Source: an optimization exercise on an open RTL-to-GDS flow (aim: small area). Production flows keep margins and buffers that such runs may drop. Power is estimated from default activity; no workload was simulated.

== the reference run ==
==> flow/design.v <==
module gaincontroller (
    input clk,
    input rst,
    input [7:0] input_signal,
    output reg [7:0] output_signal,
    output vsync,
    output hsync
);
reg [5:0] i;
reg [5:0] j;
wire i_w = i[5] & i[0];           
wire j_w = j[5] & j[0];
assign vsync = i_w;
assign hsync = j_w;
wire i_end = i[5] & ~i[0];        
wire [5:0] i_inc = {1'b0, i[4:0]} + {5'd0, ~i_w};
wire [5:0] j_inc = {1'b0, j[4:0]} + {5'd0, i_end & ~j_w};
wire [5:0] i_nxt = {(i[5] & ~i_w) | i_inc[5], i_inc[4:0]};
wire [5:0] j_nxt = {(j[5] & ~(j_w & i_end)) | j_inc[5], j_inc[4:0]};
wire [4:0] ai = i[5] ? 5'd16 : i[4] ? {1'b0, i[3:0]} : (5'd16 - {1'b0, i[3:0]});
wire [4:0] aj = j[5] ? 5'd16 : j[4] ? {1'b0, j[3:0]} : (5'd16 - {1'b0, j[3:0]});
function [7:0] FA;
  input [4:0] a;
  case (a)
    5'd0: FA = 8'd0;
    5'd1: FA = 8'd1;
    5'd2: FA = 8'd2;
    5'd3: FA = 8'd7;
    5'd4: FA = 8'd13;
    5'd5: FA = 8'd19;
    5'd6: FA = 8'd29;
    5'd7: FA = 8'd39;
    5'd8: FA = 8'd50;
    5'd9: FA = 8'd65;
    5'd10: FA = 8'd80;
    5'd11: FA = 8'd97;
    5'd12: FA = 8'd114;
    5'd13: FA = 8'd135;
    5'd14: FA = 8'd156;
    5'd15: FA = 8'd179;
    5'd16: FA = 8'd204;
    default: FA = 8'd204;
  endcase
endfunction
function [7:0] FB;
  input [4:0] a;
  case (a)
    5'd0: FB = 8'd0;
    5'd1: FB = 8'd1;
    5'd2: FB = 8'd4;
    5'd3: FB = 8'd7;
    5'd4: FB = 8'd14;
    5'd5: FB = 8'd21;
    5'd6: FB = 8'd30;
    5'd7: FB = 8'd39;
    5'd8: FB = 8'd52;
    5'd9: FB = 8'd66;
    5'd10: FB = 8'd80;
    5'd11: FB = 8'd98;
    5'd12: FB = 8'd116;
    5'd13: FB = 8'd135;
    5'd14: FB = 8'd158;
    5'd15: FB = 8'd181;
    5'd16: FB = 8'd206;
    default: FB = 8'd206;
  endcase
endfunction
wire [7:0] fa = FA(ai);
wire [7:0] fb = FB(aj);
wire [7:0] sat;
gain_add u_add (.x(input_signal), .fa(fa), .fb(fb), .y(sat));
always @(posedge clk) begin
  if (rst) begin
    i <= 6'd0;
    j <= 6'd0;
    output_signal <= 0;
  end else begin
    i <= i_nxt;
    j <= j_nxt;
    output_signal <= sat;
  end
end
endmodule
module gain_add (
    input [7:0] x,
    input [7:0] fa,
    input [7:0] fb,
    output [7:0] y
);
wire k0 = fa[0] & fb[0];
wire k1 = (fa[1] & fb[1]) | (fa[1] & k0) | (fb[1] & k0);
wire k2 = (fa[2] & fb[2]) | (fa[2] & k1) | (fb[2] & k1);
wire [5:0] g;
wire [5:0] gc;
assign {gc[0], g[0]} = fa[3] + fb[3] + k2;
assign {gc[1], g[1]} = fa[4] + fb[4] + gc[0];
assign {gc[2], g[2]} = fa[5] + fb[5] + gc[1];
assign {gc[3], g[3]} = fa[6] + fb[6] + gc[2];
assign {gc[4], g[4]} = fa[7] + fb[7] + gc[3];
assign g[5] = gc[4];
wire [8:0] c;
wire [7:0] s;
assign c[0] = 1'b0;
genvar n;
generate for (n = 0; n < 8; n = n + 1) begin : rip
  if (n < 6) begin : f
    assign {c[n+1], s[n]} = x[n] + g[n] + c[n];
  end else begin : h
    assign {c[n+1], s[n]} = x[n] + c[n];
  end
end endgenerate
assign y = s | {8{c[8]}};
endmodule
export LEC_CHECK = 0
export CAP_MARGIN = 20
export CORE_MARGIN = 2
export CORE_UTILIZATION = 40
export SLEW_MARGIN = 20
create_clock -name core_clock -period 14.0 [get_ports {clk}]
standard.sh (not shown) runs the stock make flow with config.mk's settings and CLKGATE_MAP_FILE= SYNTH_SCRIPT=/design/flow/synth_recipe.tcl, a recipe that flattens the netlist after the stock synthesis.
==> flow/flow/run.sh <==
#!/bin/bash
# Own layout flow: the standard ORFS flow, with two changes to synthesis
# (no full/half-adder cell extraction; an area-oriented ABC script in
# flow/area.abc) and smaller port buffers. Each tool's output goes to a log
# of its own in this folder (and ORFS's per-step logs under orfs/logs).
set -euo pipefail
W=$PWD
F=$W/flow

# ORFS synth.tcl, minus extract_fa, with our ABC script.
sed -e 's/^  extract_fa .*$/  # extract_fa skipped in this flow/' \
    -e 's/^  log_cmd abc {\*}\$abc_args$/  log_cmd abc -script $::env(MY_ABC_SCRIPT) {*}[lrange $abc_args 2 end]/' \
    "$FLOW_HOME/scripts/synth.tcl" > "$W/synth_mod.tcl"
grep -q 'extract_fa skipped' "$W/synth_mod.tcl"
grep -q 'MY_ABC_SCRIPT' "$W/synth_mod.tcl"

# The standard flow's synthesis wrapper, sourcing the modified synth.tcl.
sed -e "s#\$::env(SCRIPTS_DIR)/synth.tcl#$W/synth_mod.tcl#" "$W/synth_recipe.tcl" > "$W/synth_recipe_mod.tcl"
grep -q "synth_mod.tcl" "$W/synth_recipe_mod.tcl"

# standard.sh, using the modified wrapper.
sed -e "s#SYNTH_SCRIPT=[^ ]*#SYNTH_SCRIPT=$W/synth_recipe_mod.tcl#" "$W/standard.sh" > "$W/standard_mod.sh"
grep -q "synth_recipe_mod.tcl" "$W/standard_mod.sh"

export MY_ABC_SCRIPT=$F/area.abc
bash "$W/standard_mod.sh" synth > "$W/synth.log" 2>&1
bash "$W/standard_mod.sh" \
  "BUFFER_PORTS_ARGS=-buffer_cell sky130_fd_sc_hd__buf_1" \
  "CTS_BUF_LIST=sky130_fd_sc_hd__clkbuf_8" CTS_CLUSTER_SIZE=30 CTS_CLUSTER_DIAMETER=200 \
  finish > "$W/finish.log" 2>&1
==> flow/flow/area.abc <==
strash
&get -n
&fraig -x
&put
scorr
dc2
strash
dch -f
amap
#### Input delta (the trial run over the reference run)
-- flow/flow/run.sh --
<<< the reference run, line 27
bash "$W/standard_mod.sh" \
  "BUFFER_PORTS_ARGS=-buffer_cell sky130_fd_sc_hd__buf_1" \
  "CTS_BUF_LIST=sky130_fd_sc_hd__clkbuf_8" CTS_CLUSTER_SIZE=30 CTS_CLUSTER_DIAMETER=200 \
  finish > "$W/finish.log" 2>&1
>>> the trial run, line 27
bash "$W/standard_mod.sh" \
  "BUFFER_PORTS_ARGS=-buffer_cell sky130_fd_sc_hd__buf_1" \
  "CTS_BUF_LIST=sky130_fd_sc_hd__clkbuf_16" CTS_CLUSTER_SIZE=30 CTS_CLUSTER_DIAMETER=200 \
  finish > "$W/finish.log" 2>&1
[summary]
- Re global-route usage: the trial run is 0.39 points up on the reference run.
- Going from the reference run to the trial run, clock-pin slew on the worst setup and hold paths lower, smallest hold slack moved down.
- Between the reference run and the trial run, the flow reports power increasing by a little under 10%.
- [compare] base=the reference run new=the trial run: register-to-register slack picked up an extra 0.04 ns; gate count of the mapped netlist neither gained nor lost much; minimum clock period lost 0.040 ns.
Function was not checked in any run of this note: the RTL went through the layout flow alone.

## afterwards: timing with drivers on the ports
The flow's constraints put no driver on any port. The routed layouts listed below were extracted and timed again, unchanged, in two steps. Step 1: set_driving_cell puts a clkbuf_16 on clk and a buf_2 on each other input, an assumption about the parent block. Step 2 also shifts input and output timing later by t, the mid clock arrival at the registers, as if the neighbouring blocks saw the same clock. a / b / c = no drivers / after step 1 / after step 2; a / b = the first two.
| run | t, ns | slack for setup (ns) | hold WS [ns] | worst setup path after step 2 | worst data-port slew with drivers (ns) |
|---|---|---|---|---|---|
| the reference run | 0.276 | 7.956 / 7.956 / 7.956 | 0.519 / 0.519 / 0.519 | register to register | 0.03 |
| the trial run | 0.280 | 7.996 / 7.996 / 7.996 | 0.513 / 0.513 / 0.513 | register to register | 0.03 |
After both steps setup and hold are still met in every run listed.
